Context: an optimization exercise on an open-source flow, tuned for small area and a short achievable clock period. The choices shown serve that exercise and are no tape-out recipe.
RTL that was checked went through simulation tests only; none was proved equivalent to the original.
For run 1, only the layout was checked, not whether the RTL still works.
In run 4 the design's own scripts or RTL, not TritonCTS, make the clock network.
The clock input has no modelled driver; a real chip could not lean on it and would need a root buffer or a full tree.
Power figures rest on the tool's default switching activity, not on a simulated workload.

==> flow/design.v <==
module fir_filter (
    data_in, data_out, clk, rst
);
    output [17:0] data_out;
    input  [7:0]  data_in;
    input         clk, rst;
    wire [7:0] d = data_in;
    reg  [7:0]  x1n;
    reg  [7:0]  x2;
    reg  [7:0]  x3n;
    reg  [7:0]  x4;
    reg  [7:0]  x5n;
    reg  [7:0]  x6;
    reg  [7:0]  x7;
    reg  [17:0] s;
    wire p1, p2;
    ha u_p1 (.a(x2[0]), .b(x4[0]), .s(p1), .co(p2));
    wire p3, p4;
    fa u_p3 (.a(x2[1]), .b(x4[1]), .c(x6[1]), .s(p3), .co(p4));
    wire p5, p6;
    fa u_p5 (.a(x2[2]), .b(x4[2]), .c(x6[2]), .s(p5), .co(p6));
    wire p7, p8;
    fa u_p7 (.a(x2[3]), .b(x4[3]), .c(x6[3]), .s(p7), .co(p8));
    wire p9, p10;
    fa u_p9 (.a(x2[4]), .b(x4[4]), .c(x6[4]), .s(p9), .co(p10));
    wire p11, p12;
    fa u_p11 (.a(x2[5]), .b(x4[5]), .c(x6[5]), .s(p11), .co(p12));
    wire p13, p14;
    fa u_p13 (.a(x2[6]), .b(x4[6]), .c(x6[6]), .s(p13), .co(p14));
    wire p15, p16;
    fa u_p15 (.a(x2[7]), .b(x4[7]), .c(x6[7]), .s(p15), .co(p16));
    wire p17, p18;
    ha u_p17 (.a(x6[0]), .b(x7[0]), .s(p17), .co(p18));
    wire p19, p20;
    fa u_p19 (.a(x7[1]), .b(p2), .c(p3), .s(p19), .co(p20));
    wire p21, p22;
    fa u_p21 (.a(x7[2]), .b(p5), .c(p4), .s(p21), .co(p22));
    wire p23, p24;
    fa u_p23 (.a(x7[3]), .b(p7), .c(p6), .s(p23), .co(p24));
    wire p25, p26;
    fa u_p25 (.a(x7[4]), .b(p9), .c(p8), .s(p25), .co(p26));
    wire p27, p28;
    fa u_p27 (.a(x7[5]), .b(p11), .c(p10), .s(p27), .co(p28));
    wire p29, p30;
    fa u_p29 (.a(x7[6]), .b(p13), .c(p12), .s(p29), .co(p30));
    wire p31, p32;
    fa u_p31 (.a(x7[7]), .b(p15), .c(p14), .s(p31), .co(p32));
    wire p33, p34;
    ha u_p33 (.a(p1), .b(p17), .s(p33), .co(p34));
    wire p35, p36;
    fa u_p35 (.a(p18), .b(p19), .c(d[1]), .s(p35), .co(p36));
    wire p37, p38;
    fa u_p37 (.a(p21), .b(p20), .c(d[2]), .s(p37), .co(p38));
    wire p39, p40;
    fa u_p39 (.a(p23), .b(p22), .c(d[3]), .s(p39), .co(p40));
    wire p41, p42;
    fa u_p41 (.a(p25), .b(p24), .c(d[4]), .s(p41), .co(p42));
    wire p43, p44;
    fa u_p43 (.a(p27), .b(p26), .c(d[5]), .s(p43), .co(p44));
    wire p45, p46;
    fa u_p45 (.a(p29), .b(p28), .c(d[6]), .s(p45), .co(p46));
    wire p47, p48;
    fa u_p47 (.a(p31), .b(p30), .c(d[7]), .s(p47), .co(p48));
    wire p49, p50;
    ha u_p49 (.a(p16), .b(p32), .s(p49), .co(p50));
    wire Prs1, Prc1;
    ha u_Pr1 (.a(p33), .b(d[0]), .s(Prs1), .co(Prc1));
    wire Prs2, Prc2;
    fa u_Pr2 (.a(p34), .b(p35), .c(Prc1), .s(Prs2), .co(Prc2));
    wire Prs3, Prc3;
    fa u_Pr3 (.a(p37), .b(p36), .c(Prc2), .s(Prs3), .co(Prc3));
    wire Prs4, Prc4;
    fa u_Pr4 (.a(p39), .b(p38), .c(Prc3), .s(Prs4), .co(Prc4));
    wire Prs5 = ~(p41 ^ p40);
    wire Prc5 = p41 | p40;
    wire Prs6, Prc6;
    fa u_Pr6 (.a(p43), .b(p42), .c(Prc5), .s(Prs6), .co(Prc6));
    wire Prs7, Prc7;
    fa u_Pr7 (.a(p45), .b(p44), .c(Prc6), .s(Prs7), .co(Prc7));
    wire Prs8, Prc8;
    fa u_Pr8 (.a(p47), .b(p46), .c(Prc7), .s(Prs8), .co(Prc8));
    wire Prs9 = ~(p49 ^ p48);
    wire Prc9 = p49 | p48;
    wire Prs10, Prc10;
    ha u_Pr10 (.a(p50), .b(Prc9), .s(Prs10), .co(Prc10));
    wire [10:0] P = {Prc10, Prs10, Prs9, Prs8, Prs7, Prs6, Prs5, Prs4, Prs3, Prs2, Prs1};
    wire P_c4 = Prc4;    
    wire P_c8 = Prc8;    
    wire t1, t2;
    fa u_t1 (.a(~x3n[0]), .b(x7[7]), .c(x7[6]), .s(t1), .co(t2));
    wire t3, t4;
    fa u_t3 (.a(x7[3]), .b(x7[2]), .c(x3n[4]), .s(t3), .co(t4));
    wire t5, t6;
    fa u_t5 (.a(x7[4]), .b(x7[3]), .c(x3n[5]), .s(t5), .co(t6));
    wire t7, t8;
    fa u_t7 (.a(x7[5]), .b(x7[4]), .c(x3n[6]), .s(t7), .co(t8));
    wire t9, t10;
    ha u_t9 (.a(P[0]), .b(P[2]), .s(t9), .co(t10));
    wire t11, t12;
    fa u_t11 (.a(x7[6]), .b(x7[5]), .c(x3n[7]), .s(t11), .co(t12));
    wire t13, t14;
    fa u_t13 (.a(P[1]), .b(P[3]), .c(~P[7]), .s(t13), .co(t14));
    wire t15, t16;
    fa u_t15 (.a(t1), .b(P[2]), .c(P[4]), .s(t15), .co(t16));
    wire t17, t18;
    fa u_t17 (.a(P_c4), .b(~P[8]), .c(~P_c8), .s(t17), .co(t18));
    wire t19, t20;
    fa u_t19 (.a(~x3n[1]), .b(x7[7]), .c(t2), .s(t19), .co(t20));
    wire t21, t22;
    fa u_t21 (.a(P[3]), .b(P[5]), .c(~P[9]), .s(t21), .co(t22));
    wire t23, t24;
    fa u_t23 (.a(~x3n[2]), .b(P[4]), .c(P[6]), .s(t23), .co(t24));
    wire t25, t26;
    ha u_t25 (.a(P_c4), .b(~P[10]), .s(t25), .co(t26));
    wire t27, t28;
    ha u_t27 (.a(~x3n[3]), .b(P[5]), .s(t27), .co(t28));
    wire t29, t30;
    ha u_t29 (.a(~x3n[4]), .b(P[6]), .s(t29), .co(t30));
    wire t31 = ~(x7[0]);
    wire t32, t33;
    fa u_t32 (.a(x7[1]), .b(x7[0]), .c(x3n[2]), .s(t32), .co(t33));
    wire t34, t35;
    fa u_t34 (.a(x7[2]), .b(x7[1]), .c(x3n[3]), .s(t34), .co(t35));
    wire t36, t37;
    fa u_t36 (.a(t3), .b(P[0]), .c(~P[4]), .s(t36), .co(t37));
    wire t38, t39;
    fa u_t38 (.a(t5), .b(t4), .c(P[1]), .s(t38), .co(t39));
    wire t40, t41;
    fa u_t40 (.a(t7), .b(t6), .c(~P[6]), .s(t40), .co(t41));
    wire t42, t43;
    fa u_t42 (.a(t11), .b(t8), .c(t10), .s(t42), .co(t43));
    wire t44, t45;
    fa u_t44 (.a(t12), .b(t15), .c(t17), .s(t44), .co(t45));
    wire t46, t47;
    fa u_t46 (.a(t19), .b(t16), .c(t21), .s(t46), .co(t47));
    wire t48, t49;
    fa u_t48 (.a(t20), .b(t25), .c(t23), .s(t48), .co(t49));
    wire t50, t51;
    fa u_t50 (.a(P[7]), .b(t27), .c(t26), .s(t50), .co(t51));
    wire t52, t53;
    fa u_t52 (.a(P[8]), .b(P_c8), .c(t29), .s(t52), .co(t53));
    wire t54, t55;
    fa u_t54 (.a(~x3n[5]), .b(P[7]), .c(P[9]), .s(t54), .co(t55));
    wire t56, t57;
    fa u_t56 (.a(~x3n[6]), .b(P[8]), .c(P[10]), .s(t56), .co(t57));
    wire t58 = ~(~x3n[7]);
    wire t59, t60;
    ha u_t59 (.a(x3n[1]), .b(t31), .s(t59), .co(t60));
    wire t61, t62;
    fa u_t61 (.a(x7[0]), .b(t32), .c(~P[2]), .s(t61), .co(t62));
    wire t63, t64;
    fa u_t63 (.a(t34), .b(t33), .c(~P[3]), .s(t63), .co(t64));
    wire t65, t66;
    fa u_t65 (.a(t35), .b(~P_c4), .c(t36), .s(t65), .co(t66));
    wire t67, t68;
    fa u_t67 (.a(~P[5]), .b(t38), .c(t37), .s(t67), .co(t68));
    wire t69, t70;
    fa u_t69 (.a(t9), .b(t39), .c(t40), .s(t69), .co(t70));
    wire t71, t72;
    fa u_t71 (.a(t13), .b(t41), .c(t42), .s(t71), .co(t72));
    wire t73, t74;
    fa u_t73 (.a(t14), .b(t43), .c(t44), .s(t73), .co(t74));
    wire t75, t76;
    fa u_t75 (.a(t18), .b(t46), .c(t45), .s(t75), .co(t76));
    wire t77, t78;
    fa u_t77 (.a(t22), .b(t48), .c(t47), .s(t77), .co(t78));
    wire t79, t80;
    fa u_t79 (.a(t24), .b(t50), .c(t49), .s(t79), .co(t80));
    wire t81, t82;
    fa u_t81 (.a(t28), .b(t52), .c(t51), .s(t81), .co(t82));
    wire t83, t84;
    fa u_t83 (.a(t30), .b(t54), .c(t53), .s(t83), .co(t84));
    wire t85, t86;
    fa u_t85 (.a(P_c8), .b(t56), .c(t55), .s(t85), .co(t86));
    wire t87, t88;
    fa u_t87 (.a(t58), .b(P[9]), .c(t57), .s(t87), .co(t88));
    wire t89 = ~(~x3n[7] ^ P[10]);
    wire t90 = ~x3n[7] | P[10];
    wire Srs1, Src1;
    ha u_Sr1 (.a(x3n[0]), .b(~P[0]), .s(Srs1), .co(Src1));
    wire Srs2, Src2;
    fa u_Sr2 (.a(t59), .b(~P[1]), .c(Src1), .s(Srs2), .co(Src2));
    wire Srs3, Src3;
    fa u_Sr3 (.a(t60), .b(t61), .c(Src2), .s(Srs3), .co(Src3));
    wire Srs4, Src4;
    ha u_Sr4 (.a(t63), .b(t62), .s(Srs4), .co(Src4));
    wire Srs5, Src5;
    fa u_Sr5 (.a(t64), .b(t65), .c(Src4), .s(Srs5), .co(Src5));
    wire Srs6, Src6;
    fa u_Sr6 (.a(t67), .b(t66), .c(Src5), .s(Srs6), .co(Src6));
    wire Srs7, Src7;
    fa u_Sr7 (.a(t69), .b(t68), .c(Src6), .s(Srs7), .co(Src7));
    wire Srs8, Src8;
    fa u_Sr8 (.a(t70), .b(t71), .c(Src7), .s(Srs8), .co(Src8));
    wire Srs9, Src9;
    fa u_Sr9 (.a(t72), .b(t73), .c(Src8), .s(Srs9), .co(Src9));
    wire Srs10 = ~(t75 ^ t74);
    wire Src10 = t75 | t74;
    wire Srs11, Src11;
    fa u_Sr11 (.a(t77), .b(t76), .c(Src10), .s(Srs11), .co(Src11));
    wire Srs12, Src12;
    fa u_Sr12 (.a(t79), .b(t78), .c(Src11), .s(Srs12), .co(Src12));
    wire Srs13, Src13;
    fa u_Sr13 (.a(t81), .b(t80), .c(Src12), .s(Srs13), .co(Src13));
    wire Srs14 = ~(t83 ^ t82);
    wire Src14 = t83 | t82;
    wire Srs15, Src15;
    fa u_Sr15 (.a(t85), .b(t84), .c(Src14), .s(Srs15), .co(Src15));
    wire Srs16, Src16;
    fa u_Sr16 (.a(t87), .b(t86), .c(Src15), .s(Srs16), .co(Src16));
    wire Srs17, Src17;
    fa u_Sr17 (.a(t89), .b(t88), .c(Src16), .s(Srs17), .co(Src17));
    wire Srs18 = ~(t90 ^ Src17);
    wire Src18 = t90 | Src17;
    wire [17:0] s_next = {Srs18, Srs17, Srs16, Srs15, Srs14, Srs13, Srs12, Srs11, Srs10, Srs9, Srs8, Srs7, Srs6, Srs5, Srs4, Srs3, Srs2, Srs1};
    reg  sc3;    
    wire sc3_next = Src3;
    reg  sc9;    
    wire sc9_next = Src9;
    reg  sc13;    
    wire sc13_next = Src13;
    wire o1, o2;
    ha u_o1 (.a(s[6]), .b(d[6]), .s(o1), .co(o2));
    wire o3, o4;
    fa u_o3 (.a(s[7]), .b(d[7]), .c(d[5]), .s(o3), .co(o4));
    wire o5, o6;
    ha u_o5 (.a(s[8]), .b(d[6]), .s(o5), .co(o6));
    wire o7, o8;
    fa u_o7 (.a(s[9]), .b(sc9), .c(d[7]), .s(o7), .co(o8));
    wire o9, o10;
    ha u_o9 (.a(s[3]), .b(sc3), .s(o9), .co(o10));
    wire o11, o12;
    fa u_o11 (.a(s[4]), .b(d[4]), .c(d[2]), .s(o11), .co(o12));
    wire o13, o14;
    fa u_o13 (.a(s[5]), .b(d[5]), .c(d[3]), .s(o13), .co(o14));
    wire o15, o16;
    fa u_o15 (.a(d[4]), .b(d[2]), .c(d[0]), .s(o15), .co(o16));
    wire o17, o18;
    fa u_o17 (.a(d[3]), .b(d[1]), .c(o2), .s(o17), .co(o18));
    wire o19, o20;
    fa u_o19 (.a(d[4]), .b(d[2]), .c(o5), .s(o19), .co(o20));
    wire o21, o22;
    fa u_o21 (.a(d[5]), .b(d[3]), .c(o6), .s(o21), .co(o22));
    wire o23, o24;
    fa u_o23 (.a(s[10]), .b(d[6]), .c(d[4]), .s(o23), .co(o24));
    wire o25, o26;
    ha u_o25 (.a(s[11]), .b(d[7]), .s(o25), .co(o26));
    wire o27, o28;
    ha u_o27 (.a(s[2]), .b(d[2]), .s(o27), .co(o28));
    wire o29, o30;
    fa u_o29 (.a(o9), .b(d[3]), .c(d[1]), .s(o29), .co(o30));
    wire o31, o32;
    fa u_o31 (.a(o10), .b(d[0]), .c(o11), .s(o31), .co(o32));
    wire o33, o34;
    fa u_o33 (.a(d[1]), .b(o13), .c(o12), .s(o33), .co(o34));
    wire o35, o36;
    fa u_o35 (.a(o1), .b(o15), .c(o14), .s(o35), .co(o36));
    wire o37, o38;
    fa u_o37 (.a(o3), .b(o16), .c(o17), .s(o37), .co(o38));
    wire o39, o40;
    fa u_o39 (.a(o4), .b(o19), .c(o18), .s(o39), .co(o40));
    wire o41, o42;
    fa u_o41 (.a(o7), .b(o21), .c(o20), .s(o41), .co(o42));
    wire o43, o44;
    fa u_o43 (.a(o8), .b(o23), .c(o22), .s(o43), .co(o44));
    wire o45, o46;
    fa u_o45 (.a(d[5]), .b(o25), .c(o24), .s(o45), .co(o46));
    wire o47, o48;
    fa u_o47 (.a(s[12]), .b(d[6]), .c(o26), .s(o47), .co(o48));
    wire o49, o50;
    fa u_o49 (.a(s[13]), .b(sc13), .c(d[7]), .s(o49), .co(o50));
    wire yc_p0, yc_g0;
    ha u_yc_h0 (.a(s[0]), .b(d[0]), .s(yc_p0), .co(yc_g0));
    wire yc_p1, yc_g1;
    ha u_yc_h1 (.a(s[1]), .b(d[1]), .s(yc_p1), .co(yc_g1));
    wire yc_p2, yc_g2;
    ha u_yc_h2 (.a(d[0]), .b(o27), .s(yc_p2), .co(yc_g2));
    wire yc_p3, yc_g3;
    ha u_yc_h3 (.a(o28), .b(o29), .s(yc_p3), .co(yc_g3));
    wire yc_p4, yc_g4;
    ha u_yc_h4 (.a(o30), .b(o31), .s(yc_p4), .co(yc_g4));
    wire yc_p5, yc_g5;
    ha u_yc_h5 (.a(o33), .b(o32), .s(yc_p5), .co(yc_g5));
    wire yc_p6, yc_g6;
    ha u_yc_h6 (.a(o35), .b(o34), .s(yc_p6), .co(yc_g6));
    wire yc_p7, yc_g7;
    ha u_yc_h7 (.a(o36), .b(o37), .s(yc_p7), .co(yc_g7));
    wire yc_p8, yc_g8;
    ha u_yc_h8 (.a(o39), .b(o38), .s(yc_p8), .co(yc_g8));
    wire yc_p9, yc_g9;
    ha u_yc_h9 (.a(o41), .b(o40), .s(yc_p9), .co(yc_g9));
    wire yc_p10, yc_g10;
    ha u_yc_h10 (.a(o43), .b(o42), .s(yc_p10), .co(yc_g10));
    wire yc_p11, yc_g11;
    ha u_yc_h11 (.a(o45), .b(o44), .s(yc_p11), .co(yc_g11));
    wire yc_p12, yc_g12;
    ha u_yc_h12 (.a(o47), .b(o46), .s(yc_p12), .co(yc_g12));
    wire yc_p13, yc_g13;
    ha u_yc_h13 (.a(o49), .b(o48), .s(yc_p13), .co(yc_g13));
    wire yc_p14, yc_g14;
    ha u_yc_h14 (.a(s[14]), .b(o50), .s(yc_p14), .co(yc_g14));
    wire yc_G1 = yc_g1 | (yc_p1 & yc_g0);
    wire yc_G2 = yc_g3 | (yc_p3 & yc_g2);
    wire yc_P2 = yc_p3 & yc_p2;
    wire yc_G3 = yc_g5 | (yc_p5 & yc_g4);
    wire yc_P3 = yc_p5 & yc_p4;
    wire yc_G4 = yc_g7 | (yc_p7 & yc_g6);
    wire yc_P4 = yc_p7 & yc_p6;
    wire yc_G5 = yc_g9 | (yc_p9 & yc_g8);
    wire yc_P5 = yc_p9 & yc_p8;
    wire yc_G6 = yc_g11 | (yc_p11 & yc_g10);
    wire yc_P6 = yc_p11 & yc_p10;
    wire yc_G7 = yc_g13 | (yc_p13 & yc_g12);
    wire yc_P7 = yc_p13 & yc_p12;
    wire yc_G8 = s[15] & yc_g14;
    wire yc_P8 = s[15] & yc_p14;
    wire yc_P9 = s[17] & s[16];
    wire yc_G10 = yc_g2 | (yc_p2 & yc_G1);
    wire yc_G11 = yc_G2 | (yc_P2 & yc_G1);
    wire yc_G12 = yc_g6 | (yc_p6 & yc_G3);
    wire yc_P12 = yc_p6 & yc_P3;
    wire yc_G13 = yc_G4 | (yc_P4 & yc_G3);
    wire yc_P13 = yc_P4 & yc_P3;
    wire yc_G14 = yc_g10 | (yc_p10 & yc_G5);
    wire yc_P14 = yc_p10 & yc_P5;
    wire yc_G15 = yc_G6 | (yc_P6 & yc_G5);
    wire yc_P15 = yc_P6 & yc_P5;
    wire yc_G16 = yc_g14 | (yc_p14 & yc_G7);
    wire yc_P16 = yc_p14 & yc_P7;
    wire yc_G17 = yc_G8 | (yc_P8 & yc_G7);
    wire yc_P17 = yc_P8 & yc_P7;
    wire yc_G18 = yc_g4 | (yc_p4 & yc_G11);
    wire yc_G19 = yc_G3 | (yc_P3 & yc_G11);
    wire yc_G20 = yc_G12 | (yc_P12 & yc_G11);
    wire yc_G21 = yc_G13 | (yc_P13 & yc_G11);
    wire yc_G22 = yc_g12 | (yc_p12 & yc_G15);
    wire yc_P22 = yc_p12 & yc_P15;
    wire yc_G23 = yc_G7 | (yc_P7 & yc_G15);
    wire yc_P23 = yc_P7 & yc_P15;
    wire yc_G24 = yc_G16 | (yc_P16 & yc_G15);
    wire yc_P24 = yc_P16 & yc_P15;
    wire yc_G25 = yc_G17 | (yc_P17 & yc_G15);
    wire yc_P25 = yc_P17 & yc_P15;
    wire yc_G26 = yc_g8 | (yc_p8 & yc_G21);
    wire yc_G27 = yc_G5 | (yc_P5 & yc_G21);
    wire yc_G28 = yc_G14 | (yc_P14 & yc_G21);
    wire yc_G29 = yc_G15 | (yc_P15 & yc_G21);
    wire yc_G30 = yc_G22 | (yc_P22 & yc_G21);
    wire yc_G31 = yc_G23 | (yc_P23 & yc_G21);
    wire yc_G32 = yc_G24 | (yc_P24 & yc_G21);
    wire yc_G33 = yc_G25 | (yc_P25 & yc_G21);
    wire yc_G34 = s[16] & yc_G33;
    wire yc_G35 = yc_P9 & yc_G33;
    wire yc_s1 = yc_p1 ^ yc_g0;
    wire yc_s2 = yc_p2 ^ yc_G1;
    wire yc_s3 = yc_p3 ^ yc_G10;
    wire yc_s4 = yc_p4 ^ yc_G11;
    wire yc_s5 = yc_p5 ^ yc_G18;
    wire yc_s6 = yc_p6 ^ yc_G19;
    wire yc_s7 = yc_p7 ^ yc_G20;
    wire yc_s8 = yc_p8 ^ yc_G21;
    wire yc_s9 = yc_p9 ^ yc_G26;
    wire yc_s10 = yc_p10 ^ yc_G27;
    wire yc_s11 = yc_p11 ^ yc_G28;
    wire yc_s12 = yc_p12 ^ yc_G29;
    wire yc_s13 = yc_p13 ^ yc_G30;
    wire yc_s14 = yc_p14 ^ yc_G31;
    wire yc_s15 = s[15] ^ yc_G32;
    wire yc_s16 = s[16] ^ yc_G33;
    wire yc_s17 = s[17] ^ yc_G34;
    assign data_out = {yc_s17, yc_s16, yc_s15, yc_s14, yc_s13, yc_s12, yc_s11, yc_s10, yc_s9, yc_s8, yc_s7, yc_s6, yc_s5, yc_s4, yc_s3, yc_s2, yc_s1, yc_p0};
    wire rst_n = ~rst;
    wire [7:0] x1n_d;
    nand2v u_x1n (.a(d), .b({8{rst_n}}), .y(x1n_d));
    wire [7:0] x2_d;
    nor2v u_x2 (.a(x1n), .b({8{rst}}), .y(x2_d));
    wire [7:0] x3n_d;
    nand2v u_x3n (.a(x2), .b({8{rst_n}}), .y(x3n_d));
    wire [7:0] x4_d;
    nor2v u_x4 (.a(x3n), .b({8{rst}}), .y(x4_d));
    wire [7:0] x5n_d;
    nand2v u_x5n (.a(x4), .b({8{rst_n}}), .y(x5n_d));
    wire [7:0] x6_d;
    nor2v u_x6 (.a(x5n), .b({8{rst}}), .y(x6_d));
    wire [7:0] x7_d = rst ? 8'h00 : x6;
    always @(posedge clk) begin
        x1n <= x1n_d;
        x2 <= x2_d;
        x3n <= x3n_d;
        x4 <= x4_d;
        x5n <= x5n_d;
        x6 <= x6_d;
        x7 <= x7_d;
        s <= rst ? 18'd0 : s_next;
        sc3 <= rst ? 1'b0 : sc3_next;
        sc9 <= rst ? 1'b0 : sc9_next;
        sc13 <= rst ? 1'b0 : sc13_next;
    end
endmodule
module fa (input a, input b, input c, output s, output co);
    assign s = a ^ b ^ c;
    assign co = (a & b) | (a & c) | (b & c);
endmodule
module ha (input a, input b, output s, output co);
    assign s = a ^ b;
    assign co = a & b;
endmodule
module nand2v (input [7:0] a, input [7:0] b, output [7:0] y);
    assign y = ~(a & b);
endmodule
module nor2v (input [7:0] a, input [7:0] b, output [7:0] y);
    assign y = ~(a | b);
endmodule
==> flow/flow/run.sh <==
#!/bin/bash
# Layout flow: the standard ORFS flow (standard.sh, unchanged synthesis),
# with two layout settings changed:
#  - ports are buffered with the smallest buffer (repair_timing upsizes the
#    ones on critical paths) instead of the delay cell buffer_ports picks;
#  - clock tree synthesis without dummy loads.
# Each tool's output is in this folder's orfs/logs; the make output is in
# flow.log.
set -euo pipefail
export BUFFER_PORTS_ARGS="-buffer_cell sky130_fd_sc_hd__buf_1"
export CTS_ARGS="-sink_clustering_enable -repair_clock_nets -dont_use_dummy_load -buf_list {sky130_fd_sc_hd__clkbuf_8}"
bash standard.sh finish > flow.log 2>&1
==> flow/standard.sh <==
#!/bin/bash
# synth_recipe.tcl (not shown) runs the flow's synth.tcl, then flattens the netlist and writes it again
# the make line also repeats each setting of config.mk as NAME=value (left out here)
make -C /OpenROAD-flow-scripts/flow DESIGN_CONFIG=/design/flow/config.mk WORK_HOME=/design/flow/orfs CLKGATE_MAP_FILE= SYNTH_SCRIPT=/design/flow/synth_recipe.tcl "${@:-finish}"
==> flow/config.mk <==
export PLATFORM = sky130hd
export DESIGN_NAME = fir_filter
export DESIGN_NICKNAME = fir_filter
export VERILOG_FILES = /design/flow/design.v
export SDC_FILE = /design/flow/constraint.sdc
export NUM_CORES = 4
export LEC_CHECK = 0
export CAP_MARGIN = 20
export CORE_MARGIN = 2
export CORE_UTILIZATION = 65
export SETUP_SLACK_MARGIN = 3.5
export SLEW_MARGIN = 20
export SYNTH_HIERARCHICAL = 1
==> flow/constraint.sdc <==
create_clock -name core_clock -period 11.0 [get_ports {clk}]
set_input_delay 2.2000 -clock core_clock [delete_from_list [all_inputs] [get_ports {clk}]]
set_output_delay 2.2000 -clock core_clock [all_outputs]
set_load 0.01 [all_outputs]
==> results of run 1 <==
report_power, final:
group          switching, W  internal, W  leakage, nW
clock network     0.0000899    0.0000732       0.0647
registers         0.0000174     0.000315        0.632
logic              0.000493     0.000458         1.73
total              0.000600     0.000846         2.43
per-module statistics from Yosys, one instance, submodules excluded:
module	times used	flip-flops and latches	cells inside
fa	98	0	1
fir_filter	1	77	224
ha	33	0	1
nand2v	3	0	8
nor2v	3	0	8
metal layers:
layer,up-vias,track usage
met5,-,0
met4,0,0.0572
met3,13,0.0518
met2,44,0.429
met1,1416,0.302
li1,1265,-
through the flow:
step	total power [W]	hold WS (ns)	instance area [sq um]	std cells	util
CTS	0.00138	0.365	5300	524	0.696
floorplan	0.00112	0.363	5020	403	-
detailed placement	0.00117	0.366	5100	511	0.671
finish	0.00145	0.362	5390	525	0.709
global placement	0.00115	0.363	5100	511	0.671
global route	0.00162	0.384	5390	525	0.709
worst reg2reg max path, delay by kind of cell, from the launching register on:
| family | cells | cell delay (ns) |
|---|---|---|
| adder cells (fa/ha/maj) | 13 | 5.71 |
| flip-flops | 1 | 0.34 |
| AND/OR/NAND/NOR | 1 | 0.13 |
| buffers and inverters | 2 | 0.12 |
placed cells by master (no fill, tap or decap), drive strengths merged:
master	instances
fa	98
dfxtp	77
ha	43
nor2	37
inv	36
buf	30
nor2b	29
nand2	28
clkbuf	11
xnor2	9
a21oi	8
o21ai	4
nand2b	2
xor2	2
or2	2
a211oi	2
a21o	1
o211ai	1
nor3	1
and2	1
a221oi	1
registers in the layout, indices dropped and copies added (netlist names):
| signal | count |
|---|---|
| x3n | 8 |
| x7 | 8 |
| x4 | 8 |
| x5n | 8 |
| x1n | 8 |
| x6 | 8 |
| s | 18 |
| sc3 | 1 |
| x2 | 8 |
| sc9 | 1 |
| sc13 | 1 |
cell families after synthesis:
family / Yosys count / synth area share
fa+ha+maj: 141 / 0.498
simple gates: 100 / 0.0929
flops: 77 / 0.307
buf+inv: 57 / 0.0561
compound gates: 17 / 0.0269
xor+xnor: 11 / 0.0192
area by class of cell:
class                           instances  area, sq um
Multi-Input combinational cell        269         3300
Timing Repair Buffer                   32          159
Tap cell                              102          128
Sequential cell                        77         1540
Clock buffer                            9          124
Fill cell                             562         2220
Inverter                               36          135
final timing paths:
kind,startpoint,to
setup / recovery,data_in[6],data_out[17]
hold / removal,x5n[2],x6[2]
setup reg to reg,x2[1],s[12]
hold reg to reg,x5n[2],x6[2]
timing repair:
item | CTS | global route
buffers inserted | 4 | 1
gates cloned | 0 | 0
gates resized for setup | 14 | 15
setup endpoints to repair | 6 | 5
pin swaps | 5 | 8
==> impl_results.md, run 1 <==
- Post-CTS Hold Fix Bufs: 0
- Top cells by area in the synthesized netlist: fa_1 (39%), dfxtp_1 (31%), ha_1 (11%), nor2b_1 (3.6%), nor2_1 (2.8%)
- Via density: 5.22
- Most frequent cell after synthesis: fa_1
- Synth top cells by count: fa_1 (98), dfxtp_1 (77), ha_1 (43), nor2_1 (37), inv_1 (36)
- DR WL met3: 232 um
- CP bufs+invs: 2
- Cell Area, Synth: 5020 sq um
- Status: finished clean
- Relative slew slack: 0.377
- ANT cells: 0
- First-pass GRT wire length: 15.1 mm
- Die X: 91.9 um
- Total CTS buffers: 9
- Worst path arrival time: 5.16 ns
- Routed wire length: 8.58 mm
- Residual DRC: 0
- Num ports: 28
- WP depth: 14
- Layout cells sized above 1: 0.104
- Max VDD drop: 0.000229 V
- Worst Max-Slew Pin Slew: 0.934 ns
- Vias in the first global route: 3,117
- Clk_skew: 0.0261 ns
- Setup CP Type: in2out
- Clk root buf: clkbuf_8
- Antenna violations before repair: 0
- Crit-path cells: buf_4 > ha_4 > fa_2 > fa_1 > ha_4 > nand2_4 > o21ai_4 > nor3_4 > a211oi_4 > a211oi_2 > nor2b_1 > ha_2 > xor2_1 > buf_2
- Die Area: 8440 sq um
- Number of flops mapped to enable cells by yosys: 0
- Worst reg2reg path depth: 16
- Top cell type's share of synthesized area: 0.391
- GRT overflow: 0
- Die span in y: 91.9 um
- CP max-delay cell: fa_2
- Maxcap violations: 0
- Total number of vias: 2,738
- Mapped Cells: 403
- Max Freq: 136 MHz
- Clk sinks: 77
- M1 WL: 3.59 mm
- DR WL/cell: 16.3 um
- Cell family with most CP delay: adder cells
- Clk latency of the worst-skew pair: 0.35 ns
- Hold crit path type: reg2reg
- DP Wirelength: 6.57 mm
- CTS tree: done
- Sequential fraction of the synthesis area: 0.307
- Syn Nets: 554
- Final #Nets: 576
- Syn Area/Cell: 12.5 sq um
- DR WL met2: 4.61 mm
- Reg clk slew, reported paths: 0.08 ns
- Yosys reg bits: 77
- Worst setup margin: 3.64 ns
- Min Tclk post-route: 7.36 ns
- Antenna-violating nets left: 0
- Post-synthesis cell type count: 26
- Most frequent cell on the critical path: ha_4
- CP max FO: 6
- Place WS: 3.13 ns
- Clk buf depth: 2
- Largest net degree at the start of global routing: 55
- GPL Wtd Cong: 0.888
- Initial DRT Pass Iterations: 4
- GRT Resource Usage Total: 0.241
- Initial core utilization: 0.660
- Final count of negative-setup-slack endpoints: 0
- CP required: 8.80 ns
- Setup crit end kind: output port
- IO buf count: 27
- Static leakage: 2.43 nW
- Final slew viol count: 0
- Core area: 7610 sq um
- Startpoint Class: primary input
- RSZ-0062 raised after global routing: yes
- Hold Violations, Final: 0
- Area growth from synthesis to layout: 7.38%
- Synth async-reset ratio: 0
- R2R setup slack: 4.55 ns
- Final period utilization: 0.670
- Hold path cells: 1
- Post-synth top area cell: fa_1
- H-tree depth: 3
- Yosys warning total: 7
- Prevailing post-synth register cell: dfxtp_1
- CP peak stage delay: 0.53 ns
- Setup TNS: 0 ns
- Pwr Density: 268 nW/um^2
- DR top layer: met4
- 1st-iter DRT viols: 61
- Std cell rows: 32
==> run 2, diff against run 1 <==
--- a/flow/design.v
+++ b/flow/design.v
@@ -183,7 +183,7 @@
     wire Srs3, Src3;
     fa u_Sr3 (.a(t60), .b(t61), .c(Src2), .s(Srs3), .co(Src3));
     wire Srs4, Src4;
-    ha u_Sr4 (.a(t63), .b(t62), .s(Srs4), .co(Src4));
+    fa u_Sr4 (.a(t63), .b(t62), .c(Src3), .s(Srs4), .co(Src4));
     wire Srs5, Src5;
     fa u_Sr5 (.a(t64), .b(t65), .c(Src4), .s(Srs5), .co(Src5));
     wire Srs6, Src6;
@@ -213,8 +213,6 @@
     wire Srs18 = ~(t90 ^ Src17);
     wire Src18 = t90 | Src17;
     wire [17:0] s_next = {Srs18, Srs17, Srs16, Srs15, Srs14, Srs13, Srs12, Srs11, Srs10, Srs9, Srs8, Srs7, Srs6, Srs5, Srs4, Srs3, Srs2, Srs1};
-    reg  sc3;    
-    wire sc3_next = Src3;
     reg  sc9;    
     wire sc9_next = Src9;
     reg  sc13;    
@@ -228,77 +226,75 @@
     wire o7, o8;
     fa u_o7 (.a(s[9]), .b(sc9), .c(d[7]), .s(o7), .co(o8));
     wire o9, o10;
-    ha u_o9 (.a(s[3]), .b(sc3), .s(o9), .co(o10));
+    ha u_o9 (.a(s[4]), .b(d[4]), .s(o9), .co(o10));
     wire o11, o12;
-    fa u_o11 (.a(s[4]), .b(d[4]), .c(d[2]), .s(o11), .co(o12));
+    fa u_o11 (.a(s[5]), .b(d[5]), .c(d[3]), .s(o11), .co(o12));
     wire o13, o14;
-    fa u_o13 (.a(s[5]), .b(d[5]), .c(d[3]), .s(o13), .co(o14));
+    fa u_o13 (.a(d[4]), .b(d[2]), .c(d[0]), .s(o13), .co(o14));
     wire o15, o16;
-    fa u_o15 (.a(d[4]), .b(d[2]), .c(d[0]), .s(o15), .co(o16));
+    fa u_o15 (.a(d[3]), .b(d[1]), .c(o2), .s(o15), .co(o16));
     wire o17, o18;
-    fa u_o17 (.a(d[3]), .b(d[1]), .c(o2), .s(o17), .co(o18));
+    fa u_o17 (.a(d[4]), .b(d[2]), .c(o5), .s(o17), .co(o18));
     wire o19, o20;
-    fa u_o19 (.a(d[4]), .b(d[2]), .c(o5), .s(o19), .co(o20));
+    fa u_o19 (.a(d[5]), .b(d[3]), .c(o6), .s(o19), .co(o20));
     wire o21, o22;
-    fa u_o21 (.a(d[5]), .b(d[3]), .c(o6), .s(o21), .co(o22));
+    fa u_o21 (.a(s[10]), .b(d[6]), .c(d[4]), .s(o21), .co(o22));
     wire o23, o24;
-    fa u_o23 (.a(s[10]), .b(d[6]), .c(d[4]), .s(o23), .co(o24));
+    ha u_o23 (.a(s[11]), .b(d[7]), .s(o23), .co(o24));
     wire o25, o26;
-    ha u_o25 (.a(s[11]), .b(d[7]), .s(o25), .co(o26));
+    ha u_o25 (.a(s[2]), .b(d[2]), .s(o25), .co(o26));
     wire o27, o28;
-    ha u_o27 (.a(s[2]), .b(d[2]), .s(o27), .co(o28));
+    fa u_o27 (.a(s[3]), .b(d[3]), .c(d[1]), .s(o27), .co(o28));
     wire o29, o30;
-    fa u_o29 (.a(o9), .b(d[3]), .c(d[1]), .s(o29), .co(o30));
+    fa u_o29 (.a(d[2]), .b(d[0]), .c(o9), .s(o29), .co(o30));
     wire o31, o32;
-    fa u_o31 (.a(o10), .b(d[0]), .c(o11), .s(o31), .co(o32));
+    fa u_o31 (.a(d[1]), .b(o10), .c(o11), .s(o31), .co(o32));
     wire o33, o34;
-    fa u_o33 (.a(d[1]), .b(o13), .c(o12), .s(o33), .co(o34));
+    fa u_o33 (.a(o1), .b(o13), .c(o12), .s(o33), .co(o34));
     wire o35, o36;
-    fa u_o35 (.a(o1), .b(o15), .c(o14), .s(o35), .co(o36));
+    fa u_o35 (.a(o3), .b(o14), .c(o15), .s(o35), .co(o36));
     wire o37, o38;
-    fa u_o37 (.a(o3), .b(o16), .c(o17), .s(o37), .co(o38));
+    fa u_o37 (.a(o4), .b(o17), .c(o16), .s(o37), .co(o38));
     wire o39, o40;
-    fa u_o39 (.a(o4), .b(o19), .c(o18), .s(o39), .co(o40));
+    fa u_o39 (.a(o7), .b(o19), .c(o18), .s(o39), .co(o40));
     wire o41, o42;
-    fa u_o41 (.a(o7), .b(o21), .c(o20), .s(o41), .co(o42));
+    fa u_o41 (.a(o8), .b(o21), .c(o20), .s(o41), .co(o42));
     wire o43, o44;
-    fa u_o43 (.a(o8), .b(o23), .c(o22), .s(o43), .co(o44));
+    fa u_o43 (.a(d[5]), .b(o23), .c(o22), .s(o43), .co(o44));
     wire o45, o46;
-    fa u_o45 (.a(d[5]), .b(o25), .c(o24), .s(o45), .co(o46));
+    fa u_o45 (.a(s[12]), .b(d[6]), .c(o24), .s(o45), .co(o46));
     wire o47, o48;
-    fa u_o47 (.a(s[12]), .b(d[6]), .c(o26), .s(o47), .co(o48));
-    wire o49, o50;
-    fa u_o49 (.a(s[13]), .b(sc13), .c(d[7]), .s(o49), .co(o50));
+    fa u_o47 (.a(s[13]), .b(sc13), .c(d[7]), .s(o47), .co(o48));
     wire yc_p0, yc_g0;
     ha u_yc_h0 (.a(s[0]), .b(d[0]), .s(yc_p0), .co(yc_g0));
     wire yc_p1, yc_g1;
     ha u_yc_h1 (.a(s[1]), .b(d[1]), .s(yc_p1), .co(yc_g1));
     wire yc_p2, yc_g2;
-    ha u_yc_h2 (.a(d[0]), .b(o27), .s(yc_p2), .co(yc_g2));
+    ha u_yc_h2 (.a(d[0]), .b(o25), .s(yc_p2), .co(yc_g2));
     wire yc_p3, yc_g3;
-    ha u_yc_h3 (.a(o28), .b(o29), .s(yc_p3), .co(yc_g3));
+    ha u_yc_h3 (.a(o26), .b(o27), .s(yc_p3), .co(yc_g3));
     wire yc_p4, yc_g4;
-    ha u_yc_h4 (.a(o30), .b(o31), .s(yc_p4), .co(yc_g4));
+    ha u_yc_h4 (.a(o28), .b(o29), .s(yc_p4), .co(yc_g4));
     wire yc_p5, yc_g5;
-    ha u_yc_h5 (.a(o33), .b(o32), .s(yc_p5), .co(yc_g5));
+    ha u_yc_h5 (.a(o30), .b(o31), .s(yc_p5), .co(yc_g5));
     wire yc_p6, yc_g6;
-    ha u_yc_h6 (.a(o35), .b(o34), .s(yc_p6), .co(yc_g6));
+    ha u_yc_h6 (.a(o33), .b(o32), .s(yc_p6), .co(yc_g6));
     wire yc_p7, yc_g7;
-    ha u_yc_h7 (.a(o36), .b(o37), .s(yc_p7), .co(yc_g7));
+    ha u_yc_h7 (.a(o34), .b(o35), .s(yc_p7), .co(yc_g7));
     wire yc_p8, yc_g8;
-    ha u_yc_h8 (.a(o39), .b(o38), .s(yc_p8), .co(yc_g8));
+    ha u_yc_h8 (.a(o37), .b(o36), .s(yc_p8), .co(yc_g8));
     wire yc_p9, yc_g9;
-    ha u_yc_h9 (.a(o41), .b(o40), .s(yc_p9), .co(yc_g9));
+    ha u_yc_h9 (.a(o39), .b(o38), .s(yc_p9), .co(yc_g9));
     wire yc_p10, yc_g10;
-    ha u_yc_h10 (.a(o43), .b(o42), .s(yc_p10), .co(yc_g10));
+    ha u_yc_h10 (.a(o41), .b(o40), .s(yc_p10), .co(yc_g10));
     wire yc_p11, yc_g11;
-    ha u_yc_h11 (.a(o45), .b(o44), .s(yc_p11), .co(yc_g11));
+    ha u_yc_h11 (.a(o43), .b(o42), .s(yc_p11), .co(yc_g11));
     wire yc_p12, yc_g12;
-    ha u_yc_h12 (.a(o47), .b(o46), .s(yc_p12), .co(yc_g12));
+    ha u_yc_h12 (.a(o45), .b(o44), .s(yc_p12), .co(yc_g12));
     wire yc_p13, yc_g13;
-    ha u_yc_h13 (.a(o49), .b(o48), .s(yc_p13), .co(yc_g13));
+    ha u_yc_h13 (.a(o47), .b(o46), .s(yc_p13), .co(yc_g13));
     wire yc_p14, yc_g14;
-    ha u_yc_h14 (.a(s[14]), .b(o50), .s(yc_p14), .co(yc_g14));
+    ha u_yc_h14 (.a(s[14]), .b(o48), .s(yc_p14), .co(yc_g14));
     wire yc_G1 = yc_g1 | (yc_p1 & yc_g0);
     wire yc_G2 = yc_g3 | (yc_p3 & yc_g2);
     wire yc_P2 = yc_p3 & yc_p2;
@@ -392,7 +388,6 @@
         x6 <= x6_d;
         x7 <= x7_d;
         s <= rst ? 18'd0 : s_next;
-        sc3 <= rst ? 1'b0 : sc3_next;
         sc9 <= rst ? 1'b0 : sc9_next;
         sc13 <= rst ? 1'b0 : sc13_next;
     end
--- a/flow/config.mk
+++ b/flow/config.mk
@@ -8,6 +8,6 @@
 export CAP_MARGIN = 20
 export CORE_MARGIN = 2
 export CORE_UTILIZATION = 65
-export SETUP_SLACK_MARGIN = 3.5
+export SETUP_SLACK_MARGIN = 3.7
 export SLEW_MARGIN = 20
 export SYNTH_HIERARCHICAL = 1
==> impl_results.md, run 2 <==
- Worst path arrival time: 5.14 ns (-0.02 ns)
- Max VDD drop: 0.000180 V (-21%)
- Status: finished clean
- Reg with most FFs: s
- Max reg flops: 18 (unchanged)
- Largest net degree at the start of global routing: 54 (-1.8%)
- Cell family with most CP delay: adder cells
- Worst setup margin: 3.66 ns (+0.0232 ns)
- Relative slew slack: 0.516 (+0.139)
- Fill count: 484 (-14%)
- Pwr Density: 270 nW/um^2 (+0.52%)
- Clk sinks: 76 (-1.3%)
- CTS tree: done
- Most common cell after layout, fill and taps aside: fa_1
- Final count of negative-setup-slack endpoints: 0 (unchanged)
- Via density: 5.18 (-0.59%)
- Commonest cells after routing, fill and taps aside: fa_1 (93), dfxtp_1 (76), inv_1 (36)
- Startpoint Class: primary input
- GRT Resource Usage Total: 0.236 (-0.00456)
- Layout cells sized above 1: 0.141 (+0.0365)
- Setup TNS: 0 ns (unchanged)
- DP Wirelength: 6.50 mm (-1.1%)
- Syn Area/Cell: 12.5 sq um (about the same)
- Synth top cells by count: fa_1 (98), dfxtp_1 (76), ha_1 (42), nor2_1 (37), inv_1 (36)
- Setup CP Type: in2out
- Total number of vias: 2,727 (-0.40%)
- Yosys reg bits: 76 (-1.3%)
- CP peak stage delay: 0.51 ns (-0.02 ns)
- Post-synth top area cell: fa_1
- R2R setup slack: 4.52 ns (-0.03 ns)
- Most frequent cell after synthesis: fa_1
- H-tree depth: 3 (unchanged)
- Antenna-violating nets left: 0 (unchanged)
- 1st-iter DRT viols: 49 (-20%)
- CP required: 8.80 ns (about the same)
- Hold crit path type: reg2reg
- Mapped Cells: 400 (-0.74%)
- Hold Violations, Final: 0 (unchanged)
- Max Freq: 136 MHz (+0.32%)
- Clk buf depth: 2 (unchanged)
- RSZ-0062 raised after global routing: yes
- Top cell type's share of synthesized area: 0.394 (+0.00304)
- Worst reg2reg path depth: 15 (-1)
- GPL Wtd Cong: 0.860 (-3.1%)
- Post-CTS Hold Fix Bufs: 0 (unchanged)
- Min Tclk post-route: 7.34 ns (-0.0232 ns)
- Clk root buf: clkbuf_8
- Clk_skew: 0.0271 ns (+0.000967 ns)
- Area growth from synthesis to layout: 9.49%
- CP bufs+invs: 2 (unchanged)
- Die span in y: 91.6 um (-0.37%)
- First-pass GRT wire length: 15.0 mm (-0.73%)
- WP depth: 14 (unchanged)
- Place WS: 3.10 ns (-0.0266 ns)
- Die Area: 8380 sq um (-0.74%)
- R2r endpoint: s[8]
- Die X: 91.6 um (-0.37%)
- Prevailing post-synth register cell: dfxtp_1
- Residual DRC: 0 (unchanged)
- Routed wire length: 8.21 mm (-4.2%)
- Cell Area, Synth: 4980 sq um (-0.77%)
- HP Start: x1n[5]
- Number of flops mapped to enable cells by yosys: 0 (unchanged)
- GRT overflow: 0 (unchanged)
- Crit-path cells: buf_12 > ha_4 > fa_2 > fa_1 > ha_4 > nand2_4 > o21ai_4 > nor3_4 > a211oi_4 > a211oi_2 > nor2b_1 > ha_2 > xor2_1 > buf_2
- CP max FO: 6 (unchanged)
- Antenna violations before repair: 0 (unchanged)
- Initial core utilization: 0.680 (+0.0196)
- Core area: 7330 sq um (-3.6%)
- Reg clk slew, reported paths: 0.08 ns (about the same)
- Static leakage: 2.45 nW (+0.88%)
- Most frequent cell on the critical path: ha_4
- Synth async-reset ratio: 0 (unchanged)
- Clk latency of the worst-skew pair: 0.34 ns (about the same)
- Post-synthesis cell type count: 26 (unchanged)
- Initial DRT Pass Iterations: 4 (unchanged)
- Hold Crit Endpoint: x2[5]
- IO buf count: 27 (unchanged)
- Syn Nets: 550 (-0.72%)
- ANT cells: 0 (unchanged)
- DR WL/cell: 15.6 um (-4.4%)
- Sequential fraction of the synthesis area: 0.305 (-0.00163)
- Origin of the critical flop-to-flop path: x2[1]
- Final slew viol count: 0 (unchanged)
- Setup crit end kind: output port
- Top cells by area in the synthesized netlist: fa_1 (39%), dfxtp_1 (31%), ha_1 (11%), nor2b_1 (3.5%), nor2_1 (2.8%)
- Hold path cells: 1 (unchanged)
- Maxcap violations: 0 (unchanged)
- Final period utilization: 0.667 (-0.00211)
- Yosys warning total: 7 (unchanged)
- Final #Nets: 579 (+0.52%)
- Num ports: 28 (unchanged)
- Vias in the first global route: 3,187 (+2.2%)
- CP max-delay cell: fa_1
- Total CTS buffers: 9 (unchanged)
- Worst Max-Slew Pin Slew: 0.725 ns (-0.209 ns)
- Std cell rows: 31 (-3.1%)
## run 2: cell count changes after synthesis, sizes merged
cell,before,now
dfxtp,77,76
ha,43,42
nor2b,29,28
## run 2: how the worst max path moves through the flow
| stage | start | end | slack (ns) |
|---|---|---|---|
| after global routing | data_in[6] | data_out[17] | 3.51 |
| after detailed placement | data_in[6] | data_out[17] | 3.10 |
| after global placement | data_in[6] | data_out[17] | 3.17 |
| final | data_in[6] | data_out[17] | 3.66 |
| after CTS | data_in[6] | data_out[17] | 3.64 |
| after floorplan | data_in[6] | data_out[17] | 3.82 |
## run 2: area by class of cell
type	instances	area [sq um]	share of cell area
Tap cell	99	124	0.0227
Sequential cell	76	1520	0.279
Timing Repair Buffer	39	236	0.0433
Clock buffer	9	124	0.0227
Multi-Input combinational cell	267	3310	0.608
Inverter	36	135	0.0248
## run 2: cell families (layout without fill, tap and decap cells)
logic type | Yosys count | count (layout) | share of synthesized area
adder cells (fa/ha/maj) | 140 | 140 | 0.499
XOR/XNOR | 11 | 11 | 0.0193
flip-flops | 76 | 76 | 0.305
AND/OR/NAND/NOR | 99 | 99 | 0.0924
buffers and inverters | 57 | 84 | 0.0565
AO/OA/AOI/OAI | 17 | 17 | 0.0271
## run 2: layer usage
metal / wire length [um] / vias to the layer above / track usage
met1: 3460 / 1402 / 0.294
li1: - / 1268 / -
met4: 119 / 0 / 0.0682
met5: 0 / - / 0
met2: 4350 / 46 / 0.415
met3: 290 / 11 / 0.0506
## run 2: where the power goes
group / internal (W) / switching, W / total [W] / leakage, nW
combinational: 0.000488 / 0.000498 / 0.000985 / 1.76
clock: 0.0000730 / 0.0000841 / 0.000157 / 0.0647
sequential: 0.000311 / 0.0000170 / 0.000328 / 0.623
## run 2: per-stage QoR
| step | std cells | utilization | hold slack (ns) | total power (W) | instance area [sq um] |
|---|---|---|---|---|---|
| floorplan | 400 | - | 0.363 | 0.00112 | 4980 |
| global placement | 506 | 0.692 | 0.363 | 0.00115 | 5070 |
| detailed placement | 506 | 0.692 | 0.367 | 0.00117 | 5070 |
| CTS | 521 | 0.731 | 0.360 | 0.00143 | 5360 |
| global route | 526 | 0.744 | 0.373 | 0.00164 | 5460 |
| finish | 526 | 0.744 | 0.356 | 0.00147 | 5460 |
## run 2: modules after synthesis, one instance, submodules excluded
module | area [sq um] | cells inside | times used
fir_filter | 2440 | 222 | 1
nor2v | 30.0 | 8 | 3
nand2v | 30.0 | 8 | 3
ha | 12.5 | 1 | 32
fa | 20.0 | 1 | 98
## run 2: repair_timing
item	4_1_cts	5_1_grt
setup buffers	6	5
gates cloned	0	0
resized for setup	29	15
endpoints found under the setup margin	11	10
pin swaps	12	11
==> run 3, diff against run 2 <==
--- a/flow/config.mk
+++ b/flow/config.mk
@@ -8,6 +8,6 @@
 export CAP_MARGIN = 20
 export CORE_MARGIN = 2
 export CORE_UTILIZATION = 65
-export SETUP_SLACK_MARGIN = 3.7
+export SETUP_SLACK_MARGIN = 3.5
 export SLEW_MARGIN = 20
 export SYNTH_HIERARCHICAL = 1
==> impl_results.md, run 3 <==
- Most common cell after layout, fill and taps aside: fa_1
- Worst Max-Slew Pin Slew: 0.723 ns (-0.00234 ns)
- R2R setup slack: 4.42 ns (-0.10 ns)
- IO buf count: 27 (unchanged)
- Worst reg2reg path depth: 15 (unchanged)
- Post-CTS Hold Fix Bufs: 0 (unchanged)
- Post-route cell area: 5320 sq um (-2.5%)
- Yosys reg bits: 76 (unchanged)
- Synth async-reset ratio: 0 (unchanged)
- Max VDD drop: 0.000153 V (-15%)
- Pwr Density: 262 nW/um^2 (-2.6%)
- Core area: 7330 sq um (unchanged)
- Final period utilization: 0.668 (about the same)
- HP Start: x1n[5]
- DR WL met2: 4.19 mm (-3.5%)
- Max reg flops: 18 (unchanged)
- R2r endpoint: s[8]
- Vias in the first global route: 3,154 (-1.0%)
- GRT Resource Usage Total: 0.233 (-0.00325)
- Clk buf depth: 2 (unchanged)
- Synth Area in XOR/XNOR: 0.0193 (unchanged)
- Final #Nets: 573 (-1.0%)
- Cell Area, Synth: 4980 sq um (unchanged)
- Hold path cells: 1 (unchanged)
- Final slew viol count: 0 (unchanged)
- Relative slew slack: 0.517 (+0.00156)
- Origin of the critical flop-to-flop path: x2[1]
- Clk root buf: clkbuf_8
- Hold crit path type: reg2reg
- Setup TNS: 0 ns (unchanged)
- Die Area: 8380 sq um (unchanged)
- Die span in y: 91.6 um (unchanged)
- Post-synth top area cell: fa_1
- Num ports: 28 (unchanged)
- Maxcap violations: 0 (unchanged)
- Worst path arrival time: 5.15 ns (about the same)
- Clk sinks: 76 (unchanged)
- Hold Crit Endpoint: x2[5]
- Area after DPL: 5070 sq um (unchanged)
- Most frequent cell after synthesis: fa_1
- GRT overflow: 0 (unchanged)
- DR WL/cell: 15.4 um (-1.6%)
- Syn Nets: 550 (unchanged)
- Largest net degree at the start of global routing: 54 (unchanged)
- Initial core utilization: 0.680 (unchanged)
- GPL Wtd Cong: 0.860 (unchanged)
- Layout cells sized above 1: 0.102 (-0.0384)
- Prevailing post-synth register cell: dfxtp_1
- Reg clk slew, reported paths: 0.08 ns (about the same)
- Min Tclk post-route: 7.35 ns (+0.00457 ns)
- Clk latency of the worst-skew pair: 0.34 ns (about the same)
- Mapped Cells: 400 (unchanged)
- RSZ-0062 raised after global routing: no
- Startpoint Class: primary input
- Commonest cells after routing, fill and taps aside: fa_1 (97), dfxtp_1 (76), ha_1 (38)
- Clk_skew: 0.0266 ns (-0.000473 ns)
- Setup crit end kind: output port
- Sequential fraction of the synthesis area: 0.305 (unchanged)
- Main combinational cell family by area after synthesis: adder cells
- DR top layer: met4
- Antenna-violating nets left: 0 (unchanged)
- DR WL met3: 257 um (-11%)
- Post-synthesis adder-cell area fraction: 0.499 (unchanged)
- Reg with most FFs: s
- Residual DRC: 0 (unchanged)
- Antenna violations before repair: 0 (unchanged)
- Synth Area in Simple Gates: 0.0924 (unchanged)
- Die X: 91.6 um (unchanged)
- Top cell type's share of synthesized area: 0.394 (unchanged)
- CTS tree: done
- Initial DRT Pass Iterations: 4 (unchanged)
- Total CTS buffers: 9 (unchanged)
- Via density: 5.16 (-0.44%)
- Top cells by area in the synthesized netlist: fa_1 (39%), dfxtp_1 (31%), ha_1 (11%), nor2b_1 (3.5%), nor2_1 (2.8%)
- CP required: 8.80 ns (about the same)
- Routed wire length: 7.99 mm (-2.8%)
- Total number of vias: 2,684 (-1.6%)
- 1st-iter DRT viols: 53 (+8.2%)
- M1 WL: 3.39 mm (-1.9%)
- Setup CP Type: in2out
- ANT cells: 0 (unchanged)
- Std cell rows: 31 (unchanged)
- H-tree depth: 3 (unchanged)
- Yosys warning total: 7 (unchanged)
- Hold Violations, Final: 0 (unchanged)
- Syn Area/Cell: 12.5 sq um (unchanged)
- Number of flops mapped to enable cells by yosys: 0 (unchanged)
- DP Wirelength: 6.50 mm (unchanged)
- Post-synthesis compound-gate area fraction: 0.0271 (unchanged)
- Synth top cells by count: fa_1 (98), dfxtp_1 (76), ha_1 (42), nor2_1 (37), inv_1 (36)
- First-pass GRT wire length: 14.8 mm (-1.3%)
- Area growth from synthesis to layout: 6.81%
- Max Freq: 136 MHz (about the same)
- Mux cell area share after synthesis: 0 (unchanged)
- Post-synthesis cell type count: 26 (unchanged)
- Static leakage: 2.40 nW (-1.9%)
- Status: finished clean
- Final count of negative-setup-slack endpoints: 0 (unchanged)
- CP max FO: 6 (unchanged)
run 3: cell counts after synthesis:
No cell type changed its count.
run 3: modules after synthesis, one instance, submodules excluded:
module      flops+latches  cells  cell area (sq um)
nand2v                  0      8               30.0
fa                      0      1               20.0
fir_filter             76    222               2440
nor2v                   0      8               30.0
ha                      0      1               12.5
run 3: worst max-delay path by stage:
stage               startpoint      endpoint  slack, ns  cells after the start
floorplan           data_in[6]  data_out[17]       3.82                     13
global placement    data_in[6]  data_out[17]       3.17                     14
detailed placement  data_in[6]  data_out[17]       3.10                     14
CTS                 data_in[6]  data_out[17]       3.51                     14
global route        data_in[6]  data_out[17]       3.50                     14
finish              data_in[6]  data_out[17]       3.65                     14
run 3: stage by stage:
step	hold slack [ns]	instances	utilization	worst slack (ns)	power, W
after floorplan	0.363	400	-	3.82	0.00112
after global placement	0.363	506	0.692	3.17	0.00115
after detailed placement	0.367	506	0.692	3.10	0.00117
after CTS	0.360	519	0.718	3.51	0.00138
after global routing	0.373	520	0.726	3.50	0.00157
final	0.356	520	0.726	3.65	0.00140
run 3: where the power goes:
group	internal, W	switching [W]
combinational	0.000439	0.000474
sequential	0.000311	0.0000162
clock	0.0000730	0.0000843
total	0.000823	0.000574
run 3: repair_timing:
item / in CTS / in global routing
pin swaps: 5 / 10
gates resized for setup: 12 / 11
buffers inserted: 4 / 1
setup endpoints to repair: 7 / 5
cloned: 0 / 0
run 3: cell type report:
type	instances	area (sq um)
Timing Repair Buffer	33	165
Tap cell	99	124
Inverter	36	135
Sequential cell	76	1520
Multi-Input combinational cell	267	3250
Clock buffer	9	124
Fill cell	506	2010
run 3: worst max-delay path, cell delays in order:
cell and delay (ns):
buf_6 0.12, ha_4 0.22, fa_1 0.54, fa_1 0.42, ha_1 0.32, nand2_2 0.08, o21ai_4 0.16, nor3_4 0.06
a211oi_4 0.27, a211oi_2 0.12, nor2b_1 0.13, ha_2 0.18, xor2_1 0.14, buf_2 0.15
run 3: routing by layer:
metal / global-route usage / vias up
met5: 0 / -
met4: 0.0745 / 0
met3: 0.0465 / 13
met2: 0.403 / 41
met1: 0.296 / 1374
li1: - / 1256
run 3: cell families (layout without fill, tap and decap cells):
family,count (synthesis),count (layout)
flops,76,76
xor+xnor,11,11
fa+ha+maj,140,140
compound gates,17,17
buf+inv,57,78
simple gates,99,99
==> run 4, diff against run 3 <==
==> flow/flow/run.sh (replaced) <==
#!/bin/bash
# Layout flow: the standard ORFS flow (standard.sh, unchanged synthesis),
# with these layout changes:
#  - ports are buffered with the smallest buffer (repair_timing upsizes the
#    ones on critical paths) instead of the delay cell buffer_ports picks;
#  - the clock tree is a root buffer and two leaf buffers (flow/cts_tree.tcl,
#    sourced before the CTS step) instead of TritonCTS's 9-buffer H-tree.
# Each tool's output is in this folder's orfs/logs; the make output is in
# flow.log.
set -euo pipefail
here=$(cd "$(dirname "$0")" && pwd)
export BUFFER_PORTS_ARGS="-buffer_cell sky130_fd_sc_hd__buf_1"
export PRE_CTS_TCL="$here/cts_tree.tcl"
export CTS_NLEAF=4
export CTS_ROOT_CELL=sky130_fd_sc_hd__clkbuf_8
export CTS_LEAF_CELL=sky130_fd_sc_hd__clkbuf_8
bash standard.sh finish > flow.log 2>&1
==> flow/flow/cts_tree.tcl (new file) <==
# Sourced before clock tree synthesis (PRE_CTS_TCL). Replaces TritonCTS with a
# small two-level clock tree: the clock port drives one root buffer, which
# drives NLEAF leaf buffers; the flip-flops are split by position into NLEAF
# equal groups, each driven by the leaf buffer placed at the group's centroid.
# All flip-flops sit at the same depth (root + one leaf), so the tree adds no
# deliberate skew.
proc clock_tree_synthesis { args } {
  set nleaf $::env(CTS_NLEAF)
  set db [ord::get_db]
  set block [ord::get_db_block]
  set clk_net [$block findNet clk]
  set leafm [$db findMaster $::env(CTS_LEAF_CELL)]
  set rootm [$db findMaster $::env(CTS_ROOT_CELL)]
  set sinks {}
  foreach it [$clk_net getITerms] {
    set loc [[$it getInst] getLocation]
    lappend sinks [list $it [lindex $loc 0] [lindex $loc 1]]
  }
  set n [llength $sinks]
  # split by x into nleaf groups of (nearly) equal size
  set sinks [lsort -integer -index 1 $sinks]
  set groups {}
  for {set g 0} {$g < $nleaf} {incr g} {
    set lo [expr {($g * $n) / $nleaf}]
    set hi [expr {(($g + 1) * $n) / $nleaf - 1}]
    lappend groups [lrange $sinks $lo $hi]
  }
  set sx 0; set sy 0
  foreach s $sinks { incr sx [lindex $s 1]; incr sy [lindex $s 2] }
  set root [odb::dbInst_create $block $rootm clkroot]
  $root setLocation [expr {$sx / $n}] [expr {$sy / $n}]
  $root setPlacementStatus PLACED
  set rootnet [odb::dbNet_create $block clknet_root]
  $rootnet setSigType CLOCK
  [$root findITerm A] connect $clk_net
  [$root findITerm X] connect $rootnet
  set g 0
  foreach grp $groups {
    set gx 0; set gy 0
    foreach s $grp { incr gx [lindex $s 1]; incr gy [lindex $s 2] }
    set m [llength $grp]
    set leaf [odb::dbInst_create $block $leafm clkleaf_$g]
    $leaf setLocation [expr {$gx / $m}] [expr {$gy / $m}]
    $leaf setPlacementStatus PLACED
    set net [odb::dbNet_create $block clknet_leaf_$g]
    $net setSigType CLOCK
    [$leaf findITerm A] connect $rootnet
    [$leaf findITerm X] connect $net
    foreach s $grp {
      set it [lindex $s 0]
      $it disconnect
      $it connect $net
    }
    incr g
  }
  $clk_net setSigType CLOCK
  puts "clock tree: root [$rootm getName], $nleaf leaves [$leafm getName], $n sinks"
  set_propagated_clock [all_clocks]
}
==> impl_results.md, run 4 <==
- Synth top cells by count: fa_1 (98), dfxtp_1 (76), ha_1 (42), nor2_1 (37), inv_1 (36)
- Antenna violations before repair: 0 (unchanged)
- Setup crit end kind: output port
- CP required: 8.80 ns (about the same)
- GRT overflow: 0 (unchanged)
- WP depth: 14 (unchanged)
- Max Freq: 136 MHz (+0.13%)
- Syn Nets: 550 (unchanged)
- Reg with most FFs: s
- Std cell rows: 31 (unchanged)
- Syn Area/Cell: 12.5 sq um (unchanged)
- Die X: 91.6 um (unchanged)
- Synth Area in XOR/XNOR: 0.0193 (unchanged)
- Reg clk slew, reported paths: 0.11 ns (+0.03 ns)
- 1st-iter DRT viols: 57 (+7.5%)
- Setup CP Type: in2out
- Final #Nets: 569 (-0.70%)
- Residual DRC: 0 (unchanged)
- Cell Area, Synth: 4980 sq um (unchanged)
- Final count of negative-setup-slack endpoints: 0 (unchanged)
- Most frequent cell on the critical path: fa_1
- Yosys reg bits: 76 (unchanged)
- Clk latency of the worst-skew pair: 0.33 ns (about the same)
- Most frequent cell after synthesis: fa_1
- Final slew viol count: 0 (unchanged)
- DR WL/cell: 15.3 um (-0.36%)
- Prevailing post-synth register cell: dfxtp_1
- Place WS: 3.10 ns (unchanged)
- Max VDD drop: 0.000152 V (-0.37%)
- Layout cells sized above 1: 0.0911 (-0.0110)
- Antenna-violating nets left: 0 (unchanged)
- Pwr Density: 258 nW/um^2 (-1.7%)
- Startpoint Class: primary input
- Routed wire length: 7.90 mm (-1.1%)
- Worst Setup EP: data_out[17]
- Main combinational cell family by area after synthesis: adder cells
- Yosys warning total: 7 (unchanged)
- Crit-path cells: buf_6 > ha_4 > fa_1 > fa_1 > ha_1 > nand2_2 > o21ai_4 > nor3_4 > a211oi_4 > a211oi_2 > nor2b_1 > ha_2 > xor2_1 > buf_2
- Core area: 7330 sq um (unchanged)
- Origin of the critical flop-to-flop path: x2[1]
- CP bufs+invs: 2 (unchanged)
- Synth async-reset ratio: 0 (unchanged)
- Post-synthesis adder-cell area fraction: 0.499 (unchanged)
- Area of the multi-input gates: 3250 sq um (about the same)
- Worst path arrival time: 5.14 ns (about the same)
- Initial DRT Pass Iterations: 4 (unchanged)
- Post-synthesis compound-gate area fraction: 0.0271 (unchanged)
- Mux cell area share after synthesis: 0 (unchanged)
- Post-synthesis cell type count: 26 (unchanged)
- Top cell type's share of synthesized area: 0.394 (unchanged)
- Vias in the first global route: 3,094 (-1.9%)
- Maxcap violations: 0 (unchanged)
- Area growth from synthesis to layout: 5.65%
- R2r endpoint: s[8]
- RSZ-0062 raised after global routing: no
- Design Power: 0.00136 W (-2.8%)
- Num ports: 28 (unchanged)
- ANT cells: 0 (unchanged)
- Max reg flops: 18 (unchanged)
- Clk_skew: 0.0106 ns (-0.0160 ns)
- Most common cell after layout, fill and taps aside: fa_1
- Relative slew slack: 0.523 (+0.00570)
- Setup TNS: 0 ns (unchanged)
- Initial core utilization: 0.680 (unchanged)
- DP Wirelength: 6.50 mm (unchanged)
- Via density: 5.22 (+1.1%)
- R2R setup slack: 4.43 ns (about the same)
- Total number of vias: 2,693 (+0.34%)
- Min Tclk post-route: 7.34 ns (-0.00937 ns)
- Hold crit path type: reg2reg
- Worst reg2reg path depth: 15 (unchanged)
- CP max-delay cell: fa_1
- Die span in y: 91.6 um (unchanged)
- Status: finished clean
- Post-synth top area cell: fa_1
- Synth Area in Simple Gates: 0.0924 (unchanged)
- Crit path from: data_in[6]
- Largest net degree at the start of global routing: 54 (unchanged)
- Commonest cells after routing, fill and taps aside: fa_1 (98), dfxtp_1 (76), ha_1 (38)
- Top cells by area in the synthesized netlist: fa_1 (39%), dfxtp_1 (31%), ha_1 (11%), nor2b_1 (3.5%), nor2_1 (2.8%)
- Sequential fraction of the synthesis area: 0.305 (unchanged)
- CP peak stage delay: 0.54 ns (about the same)
- Sequential cell area: 1520 sq um (unchanged)
- IO buf count: 27 (unchanged)
- Worst setup margin: 3.66 ns (+0.00937 ns)
- Number of flops mapped to enable cells by yosys: 0 (unchanged)
- Cell family with most CP delay: adder cells
- Die Area: 8380 sq um (unchanged)
- Static leakage: 2.38 nW (-1.1%)
- Final period utilization: 0.667 (-0.000852)
- Worst Max-Slew Pin Slew: 0.715 ns (-0.00854 ns)
- GRT Resource Usage Total: 0.220 (-0.0128)
- Mapped Cells: 400 (unchanged)
- CP max FO: 6 (unchanged)
- Hold Violations, Final: 0 (unchanged)
- Fill count: 504 (-0.40%)
- GPL Wtd Cong: 0.860 (unchanged)
- First-pass GRT wire length: 14.6 mm (-0.93%)
[run 4: cell counts after synthesis]
No cell type changed its count.
[run 4: what timing repair did]
| action | CTS | global route |
|---|---|---|
| cloned | 0 | 0 |
| setup endpoints to repair | 7 | 4 |
| buffers inserted | 4 | 1 |
| pin swaps | 5 | 10 |
| hold buffers | 0 | 0 |
| gates resized for setup | 12 | 10 |
[run 4: kinds of logic (layout without fill, tap and decap cells)]
logic type / count (synthesis) / count (layout)
simple gates: 99 / 99
xor+xnor: 11 / 11
flops: 76 / 76
buf+inv: 57 / 74
fa+ha+maj: 140 / 140
compound gates: 17 / 17
[run 4: power by group]
part / switching, W / internal [W] / leakage [nW]
Sequential: 0.0000162 / 0.000311 / 0.623
Combinational: 0.000473 / 0.000438 / 1.72
Clock: 0.0000775 / 0.0000417 / 0.0359
[run 4: final cells by class]
class | count | area share
plain buffers | 5 | 0.0131
inverters | 36 | 0.0257
flip-flops and latches | 76 | 0.289
repair buffers | 33 | 0.0314
multi-input cells | 267 | 0.617
well taps | 99 | 0.0235
[run 4: Yosys stat by module, one instance, submodules excluded]
| module | flops+latches | cells inside | times used |
|---|---|---|---|
| nor2v | 0 | 8 | 3 |
| nand2v | 0 | 8 | 3 |
| fa | 0 | 1 | 98 |
| fir_filter | 76 | 222 | 1 |
| ha | 0 | 1 | 32 |
[run 4: metrics by stage]
step | std cells | util | instance area [sq um] | hold WS, ns
2_1_floorplan | 400 | - | 4980 | 0.363
6_report | 516 | 0.718 | 5260 | 0.383
5_1_grt | 516 | 0.718 | 5260 | 0.395
4_1_cts | 515 | 0.710 | 5210 | 0.384
3_5_place_dp | 506 | 0.692 | 5070 | 0.367
3_3_place_gp | 506 | 0.692 | 5070 | 0.363
[run 4: worst min-delay path by stage]
stage | start | to | slack [ns] | cells after the start
after detailed placement | x5n[7] | x6[7] | 0.37 | 1
after global placement | x1n[4] | x2[4] | 0.36 | 1
after floorplan | x1n[0] | x2[0] | 0.36 | 1
after global routing | x1n[1] | x2[1] | 0.40 | 1
final | x5n[7] | x6[7] | 0.38 | 1
after CTS | x5n[7] | x6[7] | 0.38 | 1
[run 4: layer usage]
metal	routed length [um]	vias to the layer above	track usage
met5	0	-	0
met4	59	0	0.0139
met3	279	7	0.0224
met2	4270	44	0.411
met1	3290	1394	0.292
li1	-	1248	-

## static timing again, ports no longer ideal
The results above use ideal ports. As a check the final layouts listed here were re-extracted and re-timed, cells and wires unchanged.
Step 1 assumes that a clkbuf_16 drives the clock port and a buf_2 every other input.
Step 2 times the ports against the registers' clock, not the clock port: input delays grow and output delays shrink by t, the midpoint of the rising clock arrivals with the driver on.
Slacks: ideal / step 1 / step 2; pairs: ideal / step 1.
| run | t (ns) | slack for setup (ns) | hold slack, ns | worst register clock-pin slew, ns | cell pins on the clock port's net |
|---|---|---|---|---|---|
| run 1 | 0.365 | 3.635 / 3.607 / 3.472 | 0.362 / 0.362 / 0.362 | 0.08 / 0.08 | 1 |
| run 2 | 0.359 | 3.658 / 3.613 / 3.515 | 0.356 / 0.356 / 0.356 | 0.08 / 0.08 | 1 |
| run 3 | 0.358 | 3.654 / 3.622 / 3.385 | 0.356 / 0.356 / 0.356 | 0.08 / 0.08 | 1 |
| run 4 | 0.352 | 3.663 / 3.632 / 3.389 | 0.383 / 0.383 / 0.383 | 0.11 / 0.11 | 1 |
After both steps every run listed still meets setup and hold. For run 4, which loses most, drivers alone change the setup slack by -0.031 ns; drivers and shift together by -0.274 ns.
